This design comes from an exercise in tuning for small area on the open sky130 flow, not from production work.
Only simulation tests tie the RTL to the original design; equivalence was not proved.
No activity file was given, so power comes from the tool's default toggle rates.

==> flow/design.v (excerpt) <==
module flappy_bird
	(
		clk,
		resetn,
		key1,
		x,
		y,
		colour,
		plot,
		crash,
		HEX0,
		HEX1
	);
Settings: LEC_CHECK=0, ABC_AREA=1, CAP_MARGIN=20, CORE_MARGIN=2, CORE_UTILIZATION=40, CTS_BUF_LIST=sky130_fd_sc_hd__clkbuf_8, SLEW_MARGIN=20; clock period 10.0 ns.
standard.sh (not shown) runs the stock make flow with config.mk's settings and CLKGATE_MAP_FILE= SYNTH_SCRIPT=/design/flow/synth_recipe.tcl, a recipe that flattens the netlist after the stock synthesis.
==> flow/flow/run.sh <==
#!/bin/bash
# Layout flow: the standard synthesis, then the combinational logic
# between the registers is re-mapped by ABC for area (registers, their
# names and cell types are kept), then the standard layout from the
# re-mapped netlist. Each tool's output goes to a log file in this folder.
set -euo pipefail
R=orfs/results/${FLOW_PLATFORM}/flappy_bird/base
bash standard.sh synth > synth.log 2>&1
cp $R/1_2_yosys.v $R/1_2_yosys.std.v
LIB=$(ls ${FLOW_HOME}/platforms/${FLOW_PLATFORM}/lib/sky130_fd_sc_hd__tt_025C_1v80.lib)
YOSYS=$(command -v yosys || echo ${FLOW_HOME}/../tools/install/yosys/bin/yosys)
IN=$R/1_2_yosys.std.v OUT=$R/1_2_yosys.remap.v LIB=$LIB ABCSCRIPT=flow/abc.script \
  $YOSYS -c flow/remap.tcl > remap.log 2>&1
cp $R/1_2_yosys.remap.v $R/1_2_yosys.v
bash standard.sh "BUFFER_PORTS_ARGS=-buffer_cell sky130_fd_sc_hd__buf_1" "CTS_ARGS=-sink_clustering_enable -repair_clock_nets -buf_list {sky130_fd_sc_hd__clkbuf_2 sky130_fd_sc_hd__clkbuf_4 sky130_fd_sc_hd__clkbuf_8 sky130_fd_sc_hd__clkbuf_16} -dont_use_dummy_load" finish > layout.log 2>&1
==> flow/flow/abc.script <==
strash
&get -n
&deepsyn -T 5
&put
dch
amap
strash
&get -n
&deepsyn -T 5
&put
dch
amap
strash
&get -n
&deepsyn -T 5
&put
dch
amap
topo
Other scripts of this flow, unchanged in this note and not shown: flow/flow/remap.tcl
Rerun with:
--- a/flow/flow/run.sh
+++ b/flow/flow/run.sh
@@ -15 +15 @@
-bash standard.sh "BUFFER_PORTS_ARGS=-buffer_cell sky130_fd_sc_hd__buf_1" "CTS_ARGS=-sink_clustering_enable -repair_clock_nets -buf_list {sky130_fd_sc_hd__clkbuf_2 sky130_fd_sc_hd__clkbuf_4 sky130_fd_sc_hd__clkbuf_8 sky130_fd_sc_hd__clkbuf_16} -dont_use_dummy_load" finish > layout.log 2>&1
+bash standard.sh "BUFFER_PORTS_ARGS=-buffer_cell sky130_fd_sc_hd__buf_1" "CTS_ARGS=-sink_clustering_enable -repair_clock_nets -buf_list {sky130_fd_sc_hd__clkbuf_4 sky130_fd_sc_hd__clkbuf_8} -dont_use_dummy_load" finish > layout.log 2>&1
==> flow/flow/abc.script (replaced) <==
strash
&get -n
&deepsyn -T 20
&put
dch
amap
strash
&get -n
&deepsyn -T 20
&put
dch
amap
strash
&get -n
&deepsyn -T 20
&put
dch
amap
topo
The changed run completed with no timing, DRC or antenna violations.
Non-clock buffer count fell by 1.
Area after synthesis goes down slightly.
Via count is lower slightly.
Core utilization is about the same.
Final area drops by a few percent.
Hold slack improves by 0.0060 ns.

* * *

flappy_bird again, from the RTL that the note above started with.
// flappy_bird
module flappy_bird
	(
		clk,
		resetn,
		key1,
		x,
		y,
		colour,
		plot,
		crash,
		HEX0,
		HEX1
	);
	input			clk;
	input			resetn;
	input			key1;
	output	[7:0]	x;
	output	[6:0]	y;
	output	[2:0]	colour;
	output			plot;
	output			crash;
	output	[6:0]	HEX0;
	output	[6:0]	HEX1;
	localparam	S_KEEP        = 4'b0000,
				S_CLEAN_LOAD  = 4'b0010,
				S_FF_LOAD     = 4'b0001,
				S_PRINT_LOAD  = 4'b0011,
				S_CLEAR_LOAD  = 4'b0100,
				S_MOVE        = 4'b0101,
				S_START_WAIT  = 4'b0110,
				S_CRASH_CHECK = 4'b0111,
				S_CLEAR       = 4'b1000,
				S_FF          = 4'b1001,
				S_CLEAN       = 4'b1010,
				S_PRINT       = 4'b1011;
	reg [3:0] st;
	reg [12:0] fc;
	reg jmp;
	reg crash_r;
	reg [7:0] score;
	reg [6:0] yc7;
	wire signed [7:0] yc = {&yc7[6:1], yc7};
	reg [6:0] yo;
	reg signed [4:0] vel;
	reg [7:0] x1, x2;
	reg g;
	wire [7:0] x3 = g ? ((x2 == 8'd160) ? 8'd40 : 8'd160) :
  ...
==> flow/config.mk <==
export PLATFORM = sky130hd
export DESIGN_NAME = flappy_bird
export DESIGN_NICKNAME = flappy_bird
export VERILOG_FILES = /design/flow/design.v
export SDC_FILE = /design/flow/constraint.sdc
export NUM_CORES = 4
export LEC_CHECK = 0
export ABC_AREA = 1
export CAP_MARGIN = 20
export CORE_MARGIN = 2
export CORE_UTILIZATION = 40
export CTS_BUF_LIST = sky130_fd_sc_hd__clkbuf_8
export SLEW_MARGIN = 20
==> flow/constraint.sdc <==
create_clock -name core_clock -period 10.0 [get_ports {clk}]
set_input_delay 2.0000 -clock core_clock [delete_from_list [all_inputs] [get_ports {clk}]]
set_output_delay 2.0000 -clock core_clock [all_outputs]
set_load 0.01 [all_outputs]
==> flow/flow/run.sh <==
#!/bin/bash
# Layout flow: the standard synthesis, then the combinational logic
# between the registers is re-mapped by ABC for area (registers, their
# names and cell types are kept), then the standard layout from the
# re-mapped netlist. Each tool's output goes to a log file in this folder.
set -euo pipefail
R=orfs/results/${FLOW_PLATFORM}/flappy_bird/base
bash standard.sh synth > synth.log 2>&1
cp $R/1_2_yosys.v $R/1_2_yosys.std.v
LIB=$(ls ${FLOW_HOME}/platforms/${FLOW_PLATFORM}/lib/sky130_fd_sc_hd__tt_025C_1v80.lib)
YOSYS=$(command -v yosys || echo ${FLOW_HOME}/../tools/install/yosys/bin/yosys)
IN=$R/1_2_yosys.std.v OUT=$R/1_2_yosys.remap.v LIB=$LIB ABCSCRIPT=flow/abc.script \
  $YOSYS -c flow/remap.tcl > remap.log 2>&1
cp $R/1_2_yosys.remap.v $R/1_2_yosys.v
bash standard.sh "BUFFER_PORTS_ARGS=-buffer_cell sky130_fd_sc_hd__buf_1" "CTS_ARGS=-sink_clustering_enable -repair_clock_nets -buf_list {sky130_fd_sc_hd__clkbuf_4 sky130_fd_sc_hd__clkbuf_8} -dont_use_dummy_load" finish > layout.log 2>&1
==> flow/flow/abc.script <==
strash
&get -n
&deepsyn -T 20
&put
dch
amap
strash
&get -n
&deepsyn -T 20
&put
dch
amap
topo
Other scripts of this flow, unchanged in this note and not shown: flow/flow/remap.tcl
Rerun with:
--- a/flow/flow/abc.script
+++ b/flow/flow/abc.script
@@ -1 +1,7 @@
+strash
+&get -n
+&deepsyn -T 20
+&put
+dch
+amap
 strash
CAP_MARGIN = 0   (was 20)
GPL_TIMING_DRIVEN = 0   (was default)
SLEW_MARGIN = 0   (was 20)
Effect:
- utilization climbs by 0.59 points
- count of clock-buffer cells in the layout does not change
- hold slack is better by 5.1 ps
- routed wire length falls by about 6%
- sequential share of layout area goes up by 0.46 points
- clock skew goes up by 12 ps
Rerun with:
--- a/flow/flow/run.sh
+++ b/flow/flow/run.sh
@@ -14,2 +14,2 @@
 cp $R/1_2_yosys.remap.v $R/1_2_yosys.v
-bash standard.sh "BUFFER_PORTS_ARGS=-buffer_cell sky130_fd_sc_hd__buf_1" "CTS_ARGS=-sink_clustering_enable -repair_clock_nets -buf_list {sky130_fd_sc_hd__clkbuf_4 sky130_fd_sc_hd__clkbuf_8} -dont_use_dummy_load" finish > layout.log 2>&1
+bash standard.sh "BUFFER_PORTS_ARGS=-buffer_cell sky130_fd_sc_hd__buf_1" "CTS_ARGS=-sink_clustering_enable -repair_clock_nets -buf_list sky130_fd_sc_hd__clkbuf_8 -sink_clustering_size 16 -sink_clustering_max_diameter 80 -dont_use_dummy_load" finish > layout.log 2>&1
==> flow/flow/abc.script (replaced) <==
strash
&get -n
&deepsyn -T 5
&put
dch
amap
strash
&get -n
&deepsyn -T 5
&put
dch
amap
strash
&get -n
&deepsyn -T 5
&put
dch
amap
topo
CAP_MARGIN = 20   (was 0)
GPL_TIMING_DRIVEN = default   (was 0)
SLEW_MARGIN = 20   (was 0)
What happened:
- worst setup slack degrades by 1200 ps
- synthesized cell count rises by 2.5%
- routed wire length rises by about 4.7%
- non-clock buffer count rises by 5
- area after synthesis rises by about 1.5%
- clock-buffer cell count does not change
- final cell count rises by about 2.8%
- die area rises by about 1.4%
- cell area rises by about 2%

* * *

Setup of P:
Another version of the RTL of flappy_bird (not shown whole).
Size in the first run: ~37 I/O pins, roughly 6200 µm² of cells after synthesis.
Settings: LEC_CHECK=0, ABC_AREA=1, CAP_MARGIN=20, CORE_MARGIN=2, CORE_UTILIZATION=40, SLEW_MARGIN=20; clock period 10.0 ns.
==> flow/flow/run.sh <==
#!/bin/bash
# Layout flow: the standard synthesis, then the combinational logic
# between the registers is re-mapped by ABC for area (registers, their
# names and cell types are kept), then the standard layout from the
# re-mapped netlist. Each tool's output goes to a log file in this folder.
set -euo pipefail
R=orfs/results/${FLOW_PLATFORM}/flappy_bird/base
bash standard.sh synth > synth.log 2>&1
cp $R/1_2_yosys.v $R/1_2_yosys.std.v
LIB=$(ls ${FLOW_HOME}/platforms/${FLOW_PLATFORM}/lib/sky130_fd_sc_hd__tt_025C_1v80.lib)
YOSYS=$(command -v yosys || echo ${FLOW_HOME}/../tools/install/yosys/bin/yosys)
IN=$R/1_2_yosys.std.v OUT=$R/1_2_yosys.remap.v LIB=$LIB ABCSCRIPT=flow/abc.script \
  $YOSYS -c flow/remap.tcl > remap.log 2>&1
cp $R/1_2_yosys.remap.v $R/1_2_yosys.v
bash standard.sh finish > layout.log 2>&1
==> flow/flow/abc.script <==
strash
&get -n
&deepsyn -T 60
&put
dch
amap
strash
&get -n
&deepsyn -T 60
&put
dch
amap
topo
Other scripts of this flow, unchanged in this note and not shown: flow/flow/remap.tcl
Modified inputs, Q compared to P
Settings: CTS_BUF_LIST now sky130_fd_sc_hd__clkbuf_8, previously not set.
diff --git a/flow/flow/run.sh b/flow/flow/run.sh
--- a/flow/flow/run.sh
+++ b/flow/flow/run.sh
@@ -15 +15 @@
-bash standard.sh finish > layout.log 2>&1
+bash standard.sh "BUFFER_PORTS_ARGS=-buffer_cell sky130_fd_sc_hd__buf_1" "CTS_ARGS=-sink_clustering_enable -repair_clock_nets -buf_list sky130_fd_sc_hd__clkbuf_8 -dont_use_dummy_load" finish > layout.log 2>&1
==> flow/flow/abc.script <==
strash
&get -n
&deepsyn -T 20
&put
dch
amap
strash
&get -n
&deepsyn -T 20
&put
dch
amap
topo
Findings:
Q vs. P: share of power burned in combinational logic now smaller, portion of the clock cycle consumed by the worst path in the final layout now larger, maximum clock frequency now smaller, fraction of standard cell area in multi-input logic now larger.
Cmp Q and P / global-route usage / lower: P
Looking at sequential share of layout area, Q sits above P.
As of Q, sum of routed wire segments on met1 had risen by a few percent compared to P.
Q — synthesis-to-layout area growth 6.5 points lower, P as reference
Between P and Q, the cell count went down.
Tap cell count (lower): Q
Compared with P, Q is the less power-hungry design.

==> static timing again, ports no longer ideal <==
No port has a modelled driver above. Below, the same layouts with a new extraction and two added sets of constraints. Step 1: set_driving_cell puts a clkbuf_16 on clk and a buf_2 on each other input, an assumption about the parent block. Step 2 also shifts input and output timing later by t, the mid clock arrival at the registers, as if the neighbouring blocks saw the same clock. Three values: ideal ports, drivers, drivers and shift; two values: the first two.
run	t (ns)	slack for setup (ns)	worst setup path after step 2	worst register clock-pin slew, ns
the first run of note 1	0.386	1.547 / 1.547 / 1.547	register to register	0.07 / 0.07
the second run of note 1	0.412	3.208 / 3.208 / 3.208	register to register	0.11 / 0.11
the first run of note 2	0.412	2.386 / 2.386 / 2.386	register to register	0.10 / 0.10
the second run of note 2	0.406	2.758 / 2.758 / 2.758	register to register	0.10 / 0.10
the third run of note 2	0.412	1.535 / 1.535 / 1.535	register to register	0.10 / 0.10
P	0.401	3.760 / 3.718 / 3.799	register to register	0.09 / 0.09
Q	0.417	3.431 / 3.431 / 3.431	register to register	0.11 / 0.11
After both steps setup and hold are still met in every run listed.
